Background: an optimization exercise with open tools, aiming at small area. Do not read the settings as production practice.
Function was checked by simulation only, so behaviour that the tests miss may differ from the original.
No run shown here takes its clock network from TritonCTS; it comes from the design's own scripts or RTL.
The flow treats the clock pin as an ideal source. Dropping or thinning the clock tree relies on that and would not hold on a real chip.
Power is estimated from default activity; no workload was simulated.

===== design.v =====
module key_debounce (
    input  wire clk,
    input  wire rst,
    input  wire key_in,
    output reg  key_pulse
);
    localparam [9:0] DB_START = 10'b0000011001;
    localparam [9:0] DB_POL   = 10'b1010101010;
    reg [1:0] key_state_sync;
    reg [9:0] counter_q;
    wire [9:0] counter = counter_q ^ DB_POL;
    reg       key_state_q;
    reg       key_state_q_prev;
    wire differ  = key_state_sync[1] ^ key_state_q;
    wire low_nz  = |counter[8:0];
    wire at_end  = ~low_nz & ~counter[9];
    always @(posedge clk or posedge rst) begin
        if (rst) begin
            key_state_sync <= 2'b11;
            key_state_q    <= 1'b1;
            key_pulse      <= 1'b0;
        end else begin
            key_state_sync <= {key_state_sync[0], key_in};
            if (differ & at_end)
                key_state_q <= ~key_state_q;
            key_pulse <= key_state_q_prev & ~key_state_q;
        end
    end
    always @(posedge clk) begin
        if (!differ)
            counter_q <= DB_START ^ DB_POL;
        else
            counter_q <= {counter[8:0], (counter[9] ^ counter[6]) & low_nz} ^ DB_POL;
        key_state_q_prev <= key_state_q;
    end
endmodule
module clock_controller (
    input  wire       clk,
    input  wire       rst,
    input  wire       key_mode_pulse,
    input  wire       key_inc_pulse,
    input  wire       key_alarm_off_pulse,
    input  wire       sec_is_0,
    input  wire       min_is_0,
    input  wire       sec_wrapped,
    input  wire       min_inc,
    input  wire       min_dec,
    input  wire       hour_inc,
    output wire       time_count_en,
    output wire       load_h,
    output wire       load_m,
    output wire       blank_h,
    output wire       blank_m,
    output wire       alarm_on_flag
);
    reg [2:0] display_mode;   
    reg       mode_pulse_q;   
    reg [4:0] alarm_dh;
    reg [5:0] alarm_dm;
    reg       is_alarming;
    reg       load_adj;       
    wire dm_h = display_mode[2], dm_m = display_mode[1], dm_a = display_mode[0];
    wire [2:0] dm_next = {~dm_h & ~dm_a, dm_h, (dm_m & ~dm_a) | (dm_h & dm_a)};
    wire [2:0] state = mode_pulse_q ? dm_next : display_mode;
    wire st_h = state[2], st_m = state[1], st_a = state[0];
    wire adj_h   = st_h & ~st_a;
    wire adj_m   = st_m & ~st_a;
    wire alarm_h = st_h &  st_a;
    wire alarm_m = st_m &  st_a;
    wire match = (alarm_dh == 5'd0) && (alarm_dm == 6'd0) && sec_is_0;
    wire am_up = (key_inc_pulse & alarm_m) | min_dec;
    wire am_dn = min_inc;
    wire ah_up = key_inc_pulse & alarm_h;
    wire ah_dn = hour_inc;
    always @(posedge clk or posedge rst) begin
        if (rst) begin
            display_mode <= 3'b000;
            mode_pulse_q <= 1'b0;
            load_adj     <= 1'b0;
            alarm_dh     <= 5'd6;
            alarm_dm     <= 6'd0;
            is_alarming  <= 1'b0;
        end else begin
            display_mode <= state;
            mode_pulse_q <= key_mode_pulse;
            load_adj     <= key_inc_pulse & (adj_h | adj_m);
            if (ah_up & ~ah_dn)
                alarm_dh <= (alarm_dh == 5'd23) ? 5'd0 : alarm_dh + 1'b1;
            else if (ah_dn & ~ah_up)
                alarm_dh <= (alarm_dh == 5'd0) ? 5'd23 : alarm_dh - 1'b1;
            if (am_up & ~am_dn)
                alarm_dm <= (alarm_dm == 6'd59) ? 6'd0 : alarm_dm + 1'b1;
            else if (am_dn & ~am_up)
                alarm_dm <= (alarm_dm == 6'd0) ? 6'd59 : alarm_dm - 1'b1;
            is_alarming <= ~key_alarm_off_pulse & ~key_mode_pulse & (is_alarming | match);
        end
    end
    assign blank_h = display_mode[2];
    assign blank_m = display_mode[1];
    assign time_count_en = display_mode[0] | ~(display_mode[2] | display_mode[1]);
    assign load_h = load_adj & display_mode[2];
    assign load_m = load_adj & display_mode[1];
    wire hourly_chime = time_count_en & min_is_0 & sec_wrapped;
    assign alarm_on_flag = is_alarming | hourly_chime;
endmodule
module buzzer_controller (
    input  wire clk,
    input  wire rst,
    input  wire alarm_on,
    output reg  beep
);
    localparam [14:0] BZ_START = 15'b101001100000000;
    localparam [14:0] BZ_POL   = 15'b101010101010101;
    reg  [14:0] counter_q;
    wire [14:0] counter = counter_q ^ BZ_POL;
    wire at_end = (counter == 15'd0);
    always @(posedge clk or posedge rst) begin
        if (rst)
            beep <= 1'b0;
        else
            beep <= alarm_on & (beep ^ at_end);
    end
    always @(posedge clk) begin
        if (!alarm_on)
            counter_q <= BZ_POL;
        else if (at_end)
            counter_q <= BZ_START ^ BZ_POL;
        else
            counter_q <= {counter[13:0], ~(counter[14] ^ counter[13])} ^ BZ_POL;
    end
endmodule
module clk_divider (
    input  wire clk_in,
    input  wire rst,
    output wire clk_1hz_en,
    output wire scan_en,
    output reg  blink
);
    reg [5:0]  mod50;
    reg [9:0]  div50;
    reg [22:0] lfsr;
    wire wrap50   = mod50[5] & mod50[4] & mod50[0];
    wire wrap1k   = (&div50[9:5]) & (&div50[2:0]);
    wire low_zero = ~|lfsr[21:0];
    always @(posedge clk_in or posedge rst) begin
        if (rst) begin
            mod50 <= 6'd51;
            div50 <= 10'd0;
            lfsr  <= 23'd0;
            blink <= 1'b0;
        end else begin
            mod50 <= wrap50 ? 6'd0 : mod50 + 1'b1;
            if (wrap50)
                div50 <= wrap1k ? 10'd0 : div50 + 1'b1;
            lfsr <= {lfsr[21:0], lfsr[22] ^ lfsr[17] ^ low_zero};
            if (low_zero & lfsr[22])
                blink <= ~blink;
        end
    end
    assign clk_1hz_en = wrap50 & ~mod50[1];
    assign scan_en    = (div50 == 10'd0) & (mod50 == 6'd48);
endmodule
module time_counter (
    input  wire       clk,
    input  wire       rst,
    input  wire       clk_1hz_en,
    input  wire       time_count_en,
    input  wire       load_h,
    input  wire       load_m,
    output reg  [3:0] sec0,
    output reg  [2:0] sec1,
    output reg  [3:0] min0,
    output reg  [2:0] min1,
    output reg  [3:0] hour0,
    output reg  [1:0] hour1,
    output wire       sec_is_0,
    output wire       min_is_0,
    output reg        sec_wrapped,      
    output wire       min_inc,          
    output wire       min_dec,          
    output wire       hour_inc          
);
    assign sec_is_0  = (sec0 == 4'd0) & (sec1 == 3'd0);
    wire   sec_is_59 = (sec0 == 4'd9) & (sec1 == 3'd5);
    assign min_is_0  = (min0 == 4'd0) & (min1 == 3'd0);
    wire   min_is_59 = (min0 == 4'd9) & (min1 == 3'd5);
    wire count    = time_count_en & clk_1hz_en;
    wire load     = load_h | load_m;
    wire sec_inc  = ~load & count;
    assign min_inc  = load_m | (sec_inc & sec_is_59);
    assign min_dec  = load_h & sec_wrapped;
    assign hour_inc = (load_h & ~(sec_wrapped & min_is_0)) |
                    (sec_inc & sec_is_59 & min_is_59);
    always @(posedge clk or posedge rst) begin
        if (rst) begin
            sec0 <= 4'd0; sec1 <= 3'd0;
            min0 <= 4'd0; min1 <= 3'd0;
            hour0 <= 4'd0; hour1 <= 2'd0;
            sec_wrapped <= 1'b0;
        end else begin
            sec_wrapped <= sec_is_59 & (load | count);
            if (load) begin
                sec0 <= 4'd0; sec1 <= 3'd0;
            end else if (sec_inc) begin
                if (sec0 == 4'd9) begin
                    sec0 <= 4'd0;
                    sec1 <= (sec1 == 3'd5) ? 3'd0 : sec1 + 1'b1;
                end else
                    sec0 <= sec0 + 1'b1;
            end
            if (min_inc) begin
                if (min0 == 4'd9) begin
                    min0 <= 4'd0;
                    min1 <= (min1 == 3'd5) ? 3'd0 : min1 + 1'b1;
                end else
                    min0 <= min0 + 1'b1;
            end else if (min_dec) begin
                if (min0 == 4'd0) begin
                    min0 <= 4'd9;
                    min1 <= (min1 == 3'd0) ? 3'd5 : min1 - 1'b1;
                end else
                    min0 <= min0 - 1'b1;
            end
            if (hour_inc) begin
                if (hour1 == 2'd2 && hour0 == 4'd3) begin
                    hour0 <= 4'd0; hour1 <= 2'd0;
                end else if (hour0 == 4'd9) begin
                    hour0 <= 4'd0; hour1 <= hour1 + 1'b1;
                end else
                    hour0 <= hour0 + 1'b1;
            end
        end
    end
endmodule
module display_scanner (
    input  wire       clk,
    input  wire       rst,
    input  wire       scan_en,
    input  wire       blink,
    input  wire       blank_h,
    input  wire       blank_m,
    input  wire [3:0] sec0,
    input  wire [2:0] sec1,
    input  wire [3:0] min0,
    input  wire [2:0] min1,
    input  wire [3:0] hour0,
    input  wire [1:0] hour1,
    output reg  [3:0] num_to_decode,
    output wire [5:0] digit_sel
);
    reg [2:0] pos;
    always @(posedge clk or posedge rst) begin
        if (rst)          pos <= 3'b000;
        else if (scan_en) pos <= {pos[1:0], ~pos[2]};
    end
    wire p0 = ~pos[2] & ~pos[0];
    wire p1 = ~pos[1] &  pos[0];
    wire p2 = ~pos[2] &  pos[1];
    wire p3 =  pos[2] &  pos[0];
    wire p4 =  pos[1] & ~pos[0];
    wire p5 =  pos[2] & ~pos[1];
    wire off_h = blink & blank_h;
    wire off_m = blink & blank_m;
    assign digit_sel = ~{p5 & ~off_h, p4 & ~off_h, p3 & ~off_m, p2 & ~off_m, p1, p0};
    always @(*) begin
        num_to_decode = ({4{p0}} & sec0) | ({4{p1}} & {1'b0, sec1}) |
                        ({4{p2}} & min0) | ({4{p3}} & {1'b0, min1}) |
                        ({4{p4}} & hour0) | ({4{p5}} & {2'b00, hour1});
    end
endmodule
module display_decoder (
    input  wire [3:0] num_in,
    output reg  [6:0] seg_out
);
    always @(*) begin
        case (num_in)
            4'd0: seg_out = 7'b0111111;
            4'd1: seg_out = 7'b0000110;
            4'd2: seg_out = 7'b1011011;
            4'd3: seg_out = 7'b1001111;
            4'd4: seg_out = 7'b1100110;
            4'd5: seg_out = 7'b1101101;
            4'd6: seg_out = 7'b1111101;
            4'd7: seg_out = 7'b0000111;
            4'd8: seg_out = 7'b1111111;
            4'd9: seg_out = 7'b1101111;
            default: seg_out = 7'b0000000;
        endcase
    end
endmodule
module DigitalClock (
    input   wire        clk,
    input   wire        rst,
    input   wire        key_mode,
    input   wire        key_inc,
    input   wire        key_alarm_off,
    output  wire        beep,
    output  wire [6:0]  seg_out,
    output  wire [5:0]  digit_sel
);
    wire key_mode_pulse, key_inc_pulse, key_alarm_off_pulse;
    wire clk_1hz_en, scan_en, blink;
    wire time_count_en, load_h, load_m, sec_wrapped, blank_h, blank_m, alarm_on_flag;
    wire sec_is_0, min_is_0, min_inc, min_dec, hour_inc;
    wire [3:0] sec0, min0, hour0;
    wire [2:0] sec1, min1;
    wire [1:0] hour1;
    wire [3:0] num_to_decode;
    key_debounce debounce_mode      (.clk(clk), .rst(rst), .key_in(key_mode),      .key_pulse(key_mode_pulse));
    key_debounce debounce_inc       (.clk(clk), .rst(rst), .key_in(key_inc),       .key_pulse(key_inc_pulse));
    key_debounce debounce_alarm_off (.clk(clk), .rst(rst), .key_in(key_alarm_off), .key_pulse(key_alarm_off_pulse));
    clk_divider u_clk_divider (
        .clk_in(clk), .rst(rst),
        .clk_1hz_en(clk_1hz_en), .scan_en(scan_en), .blink(blink)
    );
    clock_controller u_controller (
        .clk(clk), .rst(rst),
        .key_mode_pulse(key_mode_pulse), .key_inc_pulse(key_inc_pulse),
        .key_alarm_off_pulse(key_alarm_off_pulse),
        .sec_is_0(sec_is_0), .min_is_0(min_is_0), .sec_wrapped(sec_wrapped),
        .min_inc(min_inc), .min_dec(min_dec), .hour_inc(hour_inc),
        .time_count_en(time_count_en), .load_h(load_h), .load_m(load_m),
        .blank_h(blank_h), .blank_m(blank_m),
        .alarm_on_flag(alarm_on_flag)
    );
    buzzer_controller u_buzzer (.clk(clk), .rst(rst), .alarm_on(alarm_on_flag), .beep(beep));
    time_counter u_time_counter (
        .clk(clk), .rst(rst),
        .clk_1hz_en(clk_1hz_en), .time_count_en(time_count_en),
        .load_h(load_h), .load_m(load_m),
        .sec0(sec0), .sec1(sec1), .min0(min0), .min1(min1), .hour0(hour0), .hour1(hour1),
        .sec_is_0(sec_is_0), .min_is_0(min_is_0), .sec_wrapped(sec_wrapped),
        .min_inc(min_inc), .min_dec(min_dec), .hour_inc(hour_inc)
    );
    display_scanner u_display_scanner (
        .clk(clk), .rst(rst), .scan_en(scan_en), .blink(blink),
        .blank_h(blank_h), .blank_m(blank_m),
        .sec0(sec0), .sec1(sec1), .min0(min0), .min1(min1), .hour0(hour0), .hour1(hour1),
        .num_to_decode(num_to_decode), .digit_sel(digit_sel)
    );
    display_decoder u_display_decoder (.num_in(num_to_decode), .seg_out(seg_out));
endmodule

===== constraint.sdc =====
create_clock -name core_clock -period 10.0 [get_ports {clk}]
set_input_delay 2.0000 -clock core_clock [delete_from_list [all_inputs] [get_ports {clk}]]
set_output_delay 2.0000 -clock core_clock [all_outputs]
set_load 0.01 [all_outputs]

===== flow/manual_cts.tcl =====
# Manual clock tree: the clock port drives one root buffer, which drives
# leaf buffers; each leaf drives a compact group of at most MCTS_MAX_SINKS
# flip-flop clock pins, formed by recursive median bisection of their
# placement. All buffers are placed at their group's centroid and legalized
# later by the flow's detailed placement.
set mcts_max_sinks [expr {[info exists ::env(MCTS_MAX_SINKS)] ? $::env(MCTS_MAX_SINKS) : 12}]
set mcts_leaf_cell [expr {[info exists ::env(MCTS_LEAF_CELL)] ? $::env(MCTS_LEAF_CELL) : "sky130_fd_sc_hd__clkbuf_8"}]
set mcts_root_cell [expr {[info exists ::env(MCTS_ROOT_CELL)] ? $::env(MCTS_ROOT_CELL) : "sky130_fd_sc_hd__clkbuf_8"}]

set mcts_block [ord::get_db_block]
set mcts_db [ord::get_db]
set mcts_clk_name [get_full_name [lindex [get_property [lindex [all_clocks] 0] sources] 0]]
set mcts_clk_net [[$mcts_block findBTerm $mcts_clk_name] getNet]
set mcts_leaf_master [$mcts_db findMaster $mcts_leaf_cell]
set mcts_root_master [$mcts_db findMaster $mcts_root_cell]

set mcts_sinks {}
foreach it [$mcts_clk_net getITerms] {
  set bb [[$it getInst] getBBox]
  lappend mcts_sinks [list $it [expr {([$bb xMin] + [$bb xMax]) / 2}] [expr {([$bb yMin] + [$bb yMax]) / 2}]]
}

proc mcts_split { sinks maxn } {
  if { [llength $sinks] <= $maxn } { return [list $sinks] }
  set xs [lsort -integer [lmap s $sinks {lindex $s 1}]]
  set ys [lsort -integer [lmap s $sinks {lindex $s 2}]]
  set dx [expr {[lindex $xs end] - [lindex $xs 0]}]
  set dy [expr {[lindex $ys end] - [lindex $ys 0]}]
  set key [expr {$dx >= $dy ? 1 : 2}]
  set sorted [lsort -integer -index $key $sinks]
  # split into two parts whose sizes are multiples of maxn where possible
  set n [llength $sorted]
  set groups [expr {($n + $maxn - 1) / $maxn}]
  set left [expr {(($groups / 2) * $n) / $groups}]
  return [concat [mcts_split [lrange $sorted 0 [expr {$left - 1}]] $maxn] \
                 [mcts_split [lrange $sorted $left end] $maxn]]
}

set mcts_groups [mcts_split $mcts_sinks $mcts_max_sinks]
puts "manual CTS: [llength $mcts_sinks] sinks in [llength $mcts_groups] groups"

set mcts_root_net [odb::dbNet_create $mcts_block "clknet_root"]
$mcts_root_net setSigType CLOCK
set mcts_cx 0
set mcts_cy 0
set i 0
foreach g $mcts_groups {
  set sx 0; set sy 0
  foreach s $g { incr sx [lindex $s 1]; incr sy [lindex $s 2] }
  set cx [expr {$sx / [llength $g]}]
  set cy [expr {$sy / [llength $g]}]
  incr mcts_cx $cx; incr mcts_cy $cy
  set buf [odb::dbInst_create $mcts_block $mcts_leaf_master "clkbuf_leaf_$i"]
  $buf setLocation $cx $cy
  $buf setPlacementStatus PLACED
  set net [odb::dbNet_create $mcts_block "clknet_leaf_$i"]
  $net setSigType CLOCK
  foreach s $g {
    set it [lindex $s 0]
    $it disconnect
    $it connect $net
  }
  [$buf findITerm X] connect $net
  [$buf findITerm A] connect $mcts_root_net
  incr i
}
set root [odb::dbInst_create $mcts_block $mcts_root_master "clkbuf_root"]
$root setLocation [expr {$mcts_cx / $i}] [expr {$mcts_cy / $i}]
$root setPlacementStatus PLACED
[$root findITerm A] connect $mcts_clk_net
[$root findITerm X] connect $mcts_root_net
$mcts_clk_net setSigType CLOCK
set_propagated_clock [all_clocks]

===== config.mk =====
export PLATFORM = sky130hd
export DESIGN_NAME = DigitalClock
export DESIGN_NICKNAME = DigitalClock
export VERILOG_FILES = /design/flow/design.v
export SDC_FILE = /design/flow/constraint.sdc
export NUM_CORES = 4
export LEC_CHECK = 0
export ABC_AREA = 1
export CAP_MARGIN = 20
export CORE_MARGIN = 2
export CORE_UTILIZATION = 40
export SLEW_MARGIN = 20

===== flow/run.sh =====
#!/bin/bash
# Layout flow: the standard ORFS flow (standard.sh) with these changes:
#  - synthesis maps the combinational logic with an area-oriented ABC script
#    (abc_area.script: 120 s of deepsyn, then &nf with relaxed delay) and leaves adders to ABC instead
#    of mapping them to half/full-adder cells; registers are synthesized
#    exactly as in the standard flow;
#  - the clock tree is built by manual_cts.tcl (a root buffer and leaf
#    buffers that each drive a compact group of flip-flops) instead of
#    TritonCTS; the rest of the CTS step (legalization, repair) is unchanged;
#  - the port buffers are the smallest buffer cell.
# Each tool's output is in standard.log and in orfs/logs.
set -uo pipefail
W=$(pwd)
rm -rf "$W/scripts_local"
cp -r "$FLOW_HOME/scripts" "$W/scripts_local"
cp "$W/flow/abc_area.script" "$W/scripts_local/abc_area.script"
cp "$W/flow/manual_cts.tcl" "$W/scripts_local/manual_cts.tcl"
sed -i 's|^log_cmd clock_tree_synthesis {\*}\$cts_args|source $::env(SCRIPTS_DIR)/manual_cts.tcl|' "$W/scripts_local/cts.tcl"
grep -q manual_cts.tcl "$W/scripts_local/cts.tcl" || { echo "cts.tcl patch failed"; exit 1; }
export SCRIPTS_DIR="$W/scripts_local"
export ADDER_MAP_FILE=
export MCTS_MAX_SINKS=18
export MCTS_LEAF_CELL=sky130_fd_sc_hd__clkbuf_8
export MCTS_ROOT_CELL=sky130_fd_sc_hd__clkbuf_8
export BUFFER_PORTS_ARGS="-inputs -outputs -buffer_cell sky130_fd_sc_hd__buf_1"
bash standard.sh > standard.log 2>&1

===== standard.sh =====
#!/bin/bash
# synth_recipe.tcl (not shown) runs the flow's synth.tcl, then flattens the netlist and writes it again
# the make line also repeats each setting of config.mk as NAME=value (left out here)
make -C /OpenROAD-flow-scripts/flow DESIGN_CONFIG=/design/flow/config.mk WORK_HOME=/design/flow/orfs CLKGATE_MAP_FILE= SYNTH_SCRIPT=/design/flow/synth_recipe.tcl "${@:-finish}"

===== flow/abc_area.script =====
strash
&get -n
&deepsyn -T 120
&dch -f
&nf -R 1000
&put
topo
stime -c

==> results of run 1 <==
==> state kept, by name, summed over array words and instances (netlist names), 2 cells and up <==
| name | count |
|---|---|
| u_controller.alarm_dm | 6 |
| u_display_scanner.pos | 3 |
| debounce_alarm_off.counter_q | 10 |
| u_buzzer.counter_q | 15 |
| u_controller.alarm_dh | 5 |
| u_clk_divider.div50 | 10 |
| u_controller.display_mode | 3 |
| debounce_mode.key_state_sync | 2 |
| u_time_counter.min0 | 4 |
| debounce_alarm_off.key_state_sync | 2 |
| debounce_mode.counter_q | 10 |
| u_time_counter.sec1 | 3 |
| u_clk_divider.lfsr | 23 |
| u_clk_divider.mod50 | 6 |
| debounce_inc.key_state_sync | 2 |
| u_time_counter.hour0 | 4 |
| u_time_counter.sec0 | 4 |
| u_time_counter.hour1 | 2 |
| u_time_counter.min1 | 3 |
| debounce_inc.counter_q | 10 |
==> cell families (layout without fill, tap and decap cells) <==
kind of cell | count (synthesis) | count (layout) | synth area share, %
AND/OR/NAND/NOR | 211 | 211 | 19.2
flip-flops | 142 | 142 | 63.7
AO/OA/AOI/OAI | 81 | 81 | 9.45
XOR/XNOR | 34 | 34 | 5.70
buffers and inverters | 10 | 38 | 0.718
multiplexers | 6 | 6 | 1.24
==> final timing paths <==
check | from | end | depth (start not counted)
max | u_display_scanner.pos[0]$_DFFE_PP0P_ | seg_out[1] | 11
min | debounce_inc.key_state_sync[0]$_DFF_PP1_ | debounce_inc.key_state_sync[1]$_DFF_PP1_ | 0
max reg2reg | u_clk_divider.mod50[0]$_DFF_PP1_ | u_time_counter.hour1[1]$_DFFE_PP0P_ | 18
min reg2reg | debounce_inc.key_state_sync[0]$_DFF_PP1_ | debounce_inc.key_state_sync[1]$_DFF_PP1_ | 0
max in group asynchronous | rst | debounce_mode.key_pulse$_DFF_PP0_ | 3
min in group asynchronous | rst | u_controller.is_alarming$_DFF_PP0_ | 2
==> synthesized netlist by cell type, types with 12 or more instances <==
library cell and count:
nor2_1 64, nor3_1 19, xor2_1 15, nor4_1 16, nand2_1 54, nor2b_1 14, dfrtp_1 79, a21oi_1 27
o21ai_0 20, xnor2_1 19, nand3_1 12, dfxtp_1 48, dfstp_2 15
==> final cells by class <==
cell class	instances	area, um^2	area share (%)
tap	172	215	3.81
sequential	142	3330	59.0
inverter	10	38.8	0.687
timing repair buffer	19	78.8	1.40
multi-input combinational	332	1860	32.9
buffer	9	124	2.19
==> per-layer routing <==
metal | vias to the layer above | global-route usage (%) | share of wire (%)
li1 | 1750 | - | -
met2 | 66 | 20.8 | 43
met1 | 1679 | 19.7 | 51
met4 | 0 | 1.88 | 1.9
met5 | - | 0 | 0
met3 | 17 | 1.25 | 4.3
==> where the power goes <==
| part | internal, mW | switching [mW] | total [mW] | leakage, nW |
|---|---|---|---|---|
| clock network | 0.0819 | 0.157 | 0.239 | 0.0647 |
| logic | 0.103 | 0.126 | 0.228 | 0.756 |
| registers | 0.689 | 0.0960 | 0.785 | 1.61 |
| total | 0.874 | 0.379 | 1.25 | 2.43 |
==> worst register-to-register path, delay by kind of cell (launching register included) <==
kind,cells,cell delay (ns)
XOR/XNOR,1,0.14
AO/OA/AOI/OAI,3,0.49
flip-flops,1,0.60
AND/OR/NAND/NOR,14,2.89
==> reports/results.tsv, run 1 <==
stage	metric	value	unit
timing	relative slew slack	45.6	%
timing	worst hold slack	0.360	ns
worst_setup_path	Critical Path Source Type	register	
synth	Synth cell types	42	
synth	register area share after synthesis	63.7	%
worst_setup_path	crit-path max FO	8	
route	wirelength, routed	8980	um
route	drt via density	5.13	
layout	antenna diode count	0	
synth	EDFF count, synth	0	
timing	TNS Setup	0	ns
synth	Synth Flop Type	dfrtp_1	
timing	fin worst setup slack	5.38	ns
route	TritonRoute pass-1 iters	5	
synth	share of the synthesized area in the top cell type	37.8	%
clocking	hold buffer count at cts	0	
layout	Post-Layout Cell Count	684	
outcome	status	finished clean	
layout	Fill cells	1192	
floorplan	die width	118	um
layout	fin util	44.6	%
route	drt drc	0	
placement	placed cell count	675	
floorplan	I/O pin total	19	
worst_setup_path	Worst Setup End Kind	output port	
power	Lkg Pwr	2.43	nW
layout	final instance area	5650	um^2
synth	Syn Inst Count	484	
layout	commonest non-fill, non-tap cell in the layout	dfrtp_1	
worst_setup_path	kind of critical path	register to output port	
timing	Worst Max-Slew Pin Slew	0.812	ns
synth	Post-synth ARST share	66.2	%
placement	Post-DP HPWL	6320	um
timing	f_max	0.216	GHz
timing	fin crit period	4.62	ns
timing	fin crit share	46.2	%
synth	Avg Cell Area, Syn	10.8	um^2
synth	top cells by area, synth	dfrtp_1, dfxtp_1, dfstp_2	
clocking	Post-CTS Resized	0	
worst_setup_path	Slowest cell on crit path	dfrtp_1	
worst_setup_path	R2R Setup Slk	5.77	ns
worst_setup_path	Critical Path AT	2.62	ns
timing	Slew Viols, Final	0	
floorplan	Initial Util	41.3	%
timing	RSZ-0062 raised after global routing	no	
power	Peak supply drop	71.5	uV
clocking	clock insertion delay at the later pin of the skew report	0.38	ns
worst_setup_path	Largest delay share family, worst path	simple AND/OR/NAND/NOR gates	
floorplan	Std-Cell Core Area	12700	um^2
worst_setup_path	Max stage delay on crit path	0.48	ns
clocking	Post-CTS Setup Bufs	0	
route	initial DRC count	273	
synth	synth warn	7	
grt	global-route wire length before repair	15900	um
layout	commonest cells after routing, fill and taps aside	dfrtp_1, nor2_1, nand2_1, dfxtp_1, a21oi_1	
floorplan	# rows	41	
grt	initial antenna violation count	0	
grt	gr usage total	13.1	%
layout	nets	519	
placement	Placer Congestion	0.848	
timing	Final setup violation count	0	
worst_hold_path	worst hold-check path type	register to register	
layout	layout cells sized above 1	5.08	%
floorplan	Die Footprint	14000	um^2
worst_setup_path	Buffers & Inverters on Critical Path	2	
grt	largest net degree at the start of global routing	86	
layout	Layout area overhead	8.02	%
route	Via Count	3512	
route	Routed Antenna Nets	0	
worst_setup_path	CP cell instances	clkinv_1, nor2_1, a32oi_1, nand3_1, nand3_1, nor2_1, nor2_1, o21ai_0, a31oi_1, a21boi_0, buf_1	
placement	Placed Area	5520	um^2
timing	Final Skew	0.00963	ns
route	DR WL/cell	13.1	um
worst_setup_path	CP most frequent cell	nor2_1	
floorplan	die height	118	um
synth	Post-Syn Nets	489	
synth	Post-Syn Area	5230	um^2
grt	vias in the first global route	3307	
synth	Seq cells post-synth	142	
worst_setup_path	Req. time, crit path	8.00	ns
grt	GR Overflow Total	0	
clocking	CTS clk-pin slew, worst paths	0.10	ns
synth	Synth area leader	dfrtp_1	
placement	pre-CTS setup slack	5.79	ns
timing	Final Hold Viols	0	
run	max_cap viols	0	
power	power per cell area	222	nW/um^2
power	final total power	1.25	mW
placement	port bufs	18	
==> run 2: changes to the inputs <==
--- a/design.v
+++ b/design.v
@@ -61,10 +61,10 @@
     reg       load_adj;       
-    wire dm_h = display_mode[2], dm_m = display_mode[1], dm_a = display_mode[0];
-    wire [2:0] dm_next = {~dm_h & ~dm_a, dm_h, (dm_m & ~dm_a) | (dm_h & dm_a)};
+    wire dm_h = display_mode[2], dm_m = display_mode[1], dm_c = display_mode[0];
+    wire [2:0] dm_next = {~dm_h & ~(dm_m & dm_c), dm_h, dm_m | (dm_h & dm_c)};
     wire [2:0] state = mode_pulse_q ? dm_next : display_mode;
-    wire st_h = state[2], st_m = state[1], st_a = state[0];
-    wire adj_h   = st_h & ~st_a;
-    wire adj_m   = st_m & ~st_a;
-    wire alarm_h = st_h &  st_a;
-    wire alarm_m = st_m &  st_a;
+    wire st_h = state[2], st_m = state[1], st_c = state[0];
+    wire adj_h   = st_h & ~st_c;
+    wire adj_m   = st_m & ~st_c;
+    wire alarm_h = st_h &  st_c;
+    wire alarm_m = st_m &  st_c;
     wire match = (alarm_dh == 5'd0) && (alarm_dm == 6'd0) && sec_is_0;
@@ -76,3 +76,3 @@
         if (rst) begin
-            display_mode <= 3'b000;
+            display_mode <= 3'b001;
             mode_pulse_q <= 1'b0;
@@ -99,3 +99,3 @@
     assign blank_m = display_mode[1];
-    assign time_count_en = display_mode[0] | ~(display_mode[2] | display_mode[1]);
+    assign time_count_en = dm_c;
     assign load_h = load_adj & display_mode[2];
@@ -188,3 +188,3 @@
     wire load     = load_h | load_m;
-    wire sec_inc  = ~load & count;
+    wire sec_inc  = count;
     assign min_inc  = load_m | (sec_inc & sec_is_59);
--- a/flow/run.sh
+++ b/flow/run.sh
@@ -21,3 +21,3 @@
 export ADDER_MAP_FILE=
-export MCTS_MAX_SINKS=18
+export MCTS_MAX_SINKS=16
 export MCTS_LEAF_CELL=sky130_fd_sc_hd__clkbuf_8
==> run 2 against run 1 <==
  * Die area is 0.49% higher
  * Critical path type unchanged
  * Area after synthesis is 0.50% higher
  * Largest power group unchanged
  * Largest cell class unchanged
  * Critical path depth is 3 lower
  * Utilization grew 0.11 points
==> reports/results.tsv, run 2 <==
stage	metric	value	unit
synth	EDFF count, synth	0	
power	Peak supply drop	83.8	uV
route	Routed Antenna Nets	0	
route	wirelength, routed	8980	um
route	initial DRC count	260	
worst_setup_path	Worst Setup End Kind	output port	
timing	RSZ-0062 raised after global routing	no	
floorplan	Initial Util	41.3	%
worst_setup_path	Req. time, crit path	8.00	ns
layout	Fill cells	1239	
synth	Post-Syn Area	5260	um^2
timing	Final setup violation count	0	
synth	top post-synthesis cells by count	dfrtp_1, nand2_1, nor2_1, dfxtp_1, xnor2_1	
placement	Post-DP HPWL	6380	um
worst_setup_path	Critical Path AT	2.46	ns
floorplan	Die Footprint	14100	um^2
clocking	Post-CTS Setup Bufs	0	
synth	Synth Flop Type	dfrtp_1	
timing	TNS Setup	0	ns
route	DR WL/cell	13.0	um
synth	Syn Inst Count	490	
power	Lkg Pwr	2.45	nW
timing	Final Hold Viols	0	
synth	Synth area leader	dfrtp_1	
synth	Synth cell types	41	
run	max_cap viols	0	
timing	Slew Viols, Final	0	
layout	Layout area overhead	8.17	%
timing	relative slew slack	40.6	%
layout	Largest register FFs	23	
timing	Final Skew	0.00915	ns
synth	register area share after synthesis	63.4	%
timing	Worst Max-Slew Pin Slew	0.878	ns
synth	Avg Cell Area, Syn	10.7	um^2
placement	port bufs	18	
placement	Placer Congestion	0.846	
synth	Post-synth ARST share	66.2	%
power	clock share of power	20.2	%
worst_setup_path	CP cell instances	nor2b_1, a222oi_1, and3_1, nand2_1, xnor2_1, a21oi_1, clkinv_1, buf_1	
layout	layout cells sized above 1	5.39	%
layout	antenna diode count	0	
synth	most frequent cell after synthesis	dfrtp_1	
grt	initial antenna violation count	0	
floorplan	die width	119	um
timing	fin crit period	4.46	ns
synth	Post-Syn Nets	495	
power	Comb power frac	16.9	%
synth	top cells by area, synth	dfrtp_1, dfxtp_1, dfstp_2	
clocking	hold buffer count at cts	0	
floorplan	# rows	41	
layout	commonest cells after routing, fill and taps aside	dfrtp_1, nand2_1, nor2_1, dfxtp_1, xnor2_1	
worst_setup_path	kind of critical path	register to output port	
clocking	clock insertion delay at the later pin of the skew report	0.40	ns
floorplan	Std-Cell Core Area	12700	um^2
route	TritonRoute pass-1 iters	5	
power	Sw Ratio	30.7	%
worst_setup_path	Max stage delay on crit path	0.48	ns
worst_hold_path	worst hold-check path type	register to register	
grt	largest net degree at the start of global routing	59	
grt	vias in the first global route	3458	
timing	f_max	0.224	GHz
clocking	CTS clk-pin slew, worst paths	0.10	ns
power	Int Power	0.868	mW
route	Via Count	3540	
worst_setup_path	Slowest cell on crit path	dfrtp_1	
grt	global-route wire length before repair	16100	um
layout	Most flops, register	u_clk_divider.lfsr	
power	final total power	1.25	mW
layout	Top Registers	u_clk_divider.lfsr (23), u_buzzer.counter_q (15)	
synth	synth warn	7	
power	power per cell area	220	nW/um^2
worst_setup_path	Critical Path Source Type	register	
route	drt via density	5.12	
clocking	Post-CTS Resized	0	
worst_setup_path	crit-path max FO	9	
synth	share of the synthesized area in the top cell type	37.1	%
outcome	status	finished clean	
layout	nets	526	
floorplan	die height	119	um
power	Sw Pwr	0.384	mW
synth	Seq cells post-synth	142	
grt	gr usage total	13.1	%
grt	GR Overflow Total	0	
floorplan	I/O pin total	19	
layout	fin util	44.7	%
timing	fin crit share	44.6	%
route	drt drc	0	
power	Reg power frac	62.9	%
layout	commonest non-fill, non-tap cell in the layout	dfrtp_1	
[run 2: cell count changes in the layout (fill, tap and decap cells not counted), sizes merged, moves of 3 or more]
cell	change
nand2	+14
a21oi	-8
clkinv	+4
a211oi	+3
a41oi	+3
nand2b	-3
nor3	-3
o31ai	+3
or2	+3
[run 2: stage by stage]
step,cells,worst slack [ns],hold WS [ns],instance area (um^2)
2_1_floorplan,490,6.27,0.345,5260
3_3_place_gp,681,6.14,0.346,5550
3_5_place_dp,681,5.99,0.347,5550
4_1_cts,691,5.53,0.361,5680
5_1_grt,691,5.32,0.365,5680
6_report,691,5.54,0.360,5680
[run 2: logic make-up (layout without fill, tap and decap cells)]
| kind of cell | after synthesis | after routing | synth area share, % |
|---|---|---|---|
| buffers and inverters | 14 | 43 | 1.00 |
| XOR/XNOR | 35 | 35 | 5.83 |
| flip-flops | 142 | 142 | 63.4 |
| AO/OA/AOI/OAI | 73 | 73 | 8.76 |
| multiplexers | 6 | 6 | 1.29 |
| AND/OR/NAND/NOR | 220 | 220 | 19.7 |
[run 2: path summary, 6_finish.rpt]
path	start	end	slack (ns)	cells after the start
hold reg to reg	debounce_mode.key_state_sync[0]$_DFF_PP1_	debounce_mode.key_state_sync[1]$_DFF_PP1_	0.36	0
setup / recovery	u_display_scanner.pos[0]$_DFFE_PP0P_	seg_out[0]	5.54	8
min in group asynchronous	rst	u_clk_divider.div50[1]$_DFFE_PP0N_	1.63	2
hold / removal	debounce_mode.key_state_sync[0]$_DFF_PP1_	debounce_mode.key_state_sync[1]$_DFF_PP1_	0.36	0
setup reg to reg	u_clk_divider.mod50[0]$_DFF_PP1_	u_time_counter.min1[0]$_DFFE_PP0P_	6.27	12
max in group asynchronous	rst	u_clk_divider.lfsr[1]$_DFF_PP0_	7.26	3
[run 2: area by class of cell]
class / instances / area, um^2 / area share, %
multi-input combinational: 334 / 1870 / 32.9
tap: 172 / 215 / 3.79
timing repair buffer: 19 / 75.1 / 1.32
buffer: 10 / 138 / 2.42
sequential: 142 / 3330 / 58.6
inverter: 14 / 53.8 / 0.947
[run 2: worst max-delay path, delay by kind of cell, from the launching register on]
kind                   cells  cell delay, ns
flip-flops                 1            0.48
AND/OR/NAND/NOR            3            0.59
AO/OA/AOI/OAI              2            0.59
buffers and inverters      2            0.23
XOR/XNOR                   1            0.16
[run 2: power by group through the flow]
stage | sequential, mW | combinational (mW) | clock (mW)
global route | 0.808 | 0.244 | 0.290
global placement | 0.796 | 0.208 | 0
finish | 0.787 | 0.211 | 0.253
floorplan | 0.770 | 0.175 | 0
CTS | 0.788 | 0.215 | 0.268
detailed placement | 0.798 | 0.214 | 0
[run 2: metal layers]
layer  wire (um)  vias up  GRT usage (%)
li1            -     1757              -
met1        4320     1705           18.9
met2        4080       64           21.3
met3         377       14           1.59
met4         197        0           2.46
met5           0        -              0

-- separate check: timing with driven ports --
The results above use ideal ports. As a check the final layouts listed here were re-extracted and re-timed, cells and wires unchanged. Step 1 sets driving cells, clkbuf_16 on the clock port and buf_2 on the other inputs (assumed; they add their load-dependent delay and slew). Step 2, shift: input delay + t, output delay - t, t = (earliest + latest rising clock arrival at the registers) / 2. This alone moves slack from input paths to output paths. a / b / c = no drivers / after step 1 / after step 2; a / b = the first two.
| run | t (ns) | setup WS [ns] | slew at the worst register clock pin (ns) |
|---|---|---|---|
| run 1 | 0.408 | 5.376 / 5.344 / 5.753 | 0.11 / 0.11 |
| run 2 | 0.424 | 5.540 / 5.509 / 5.933 | 0.10 / 0.10 |
After both steps setup and hold are still met in every run listed.
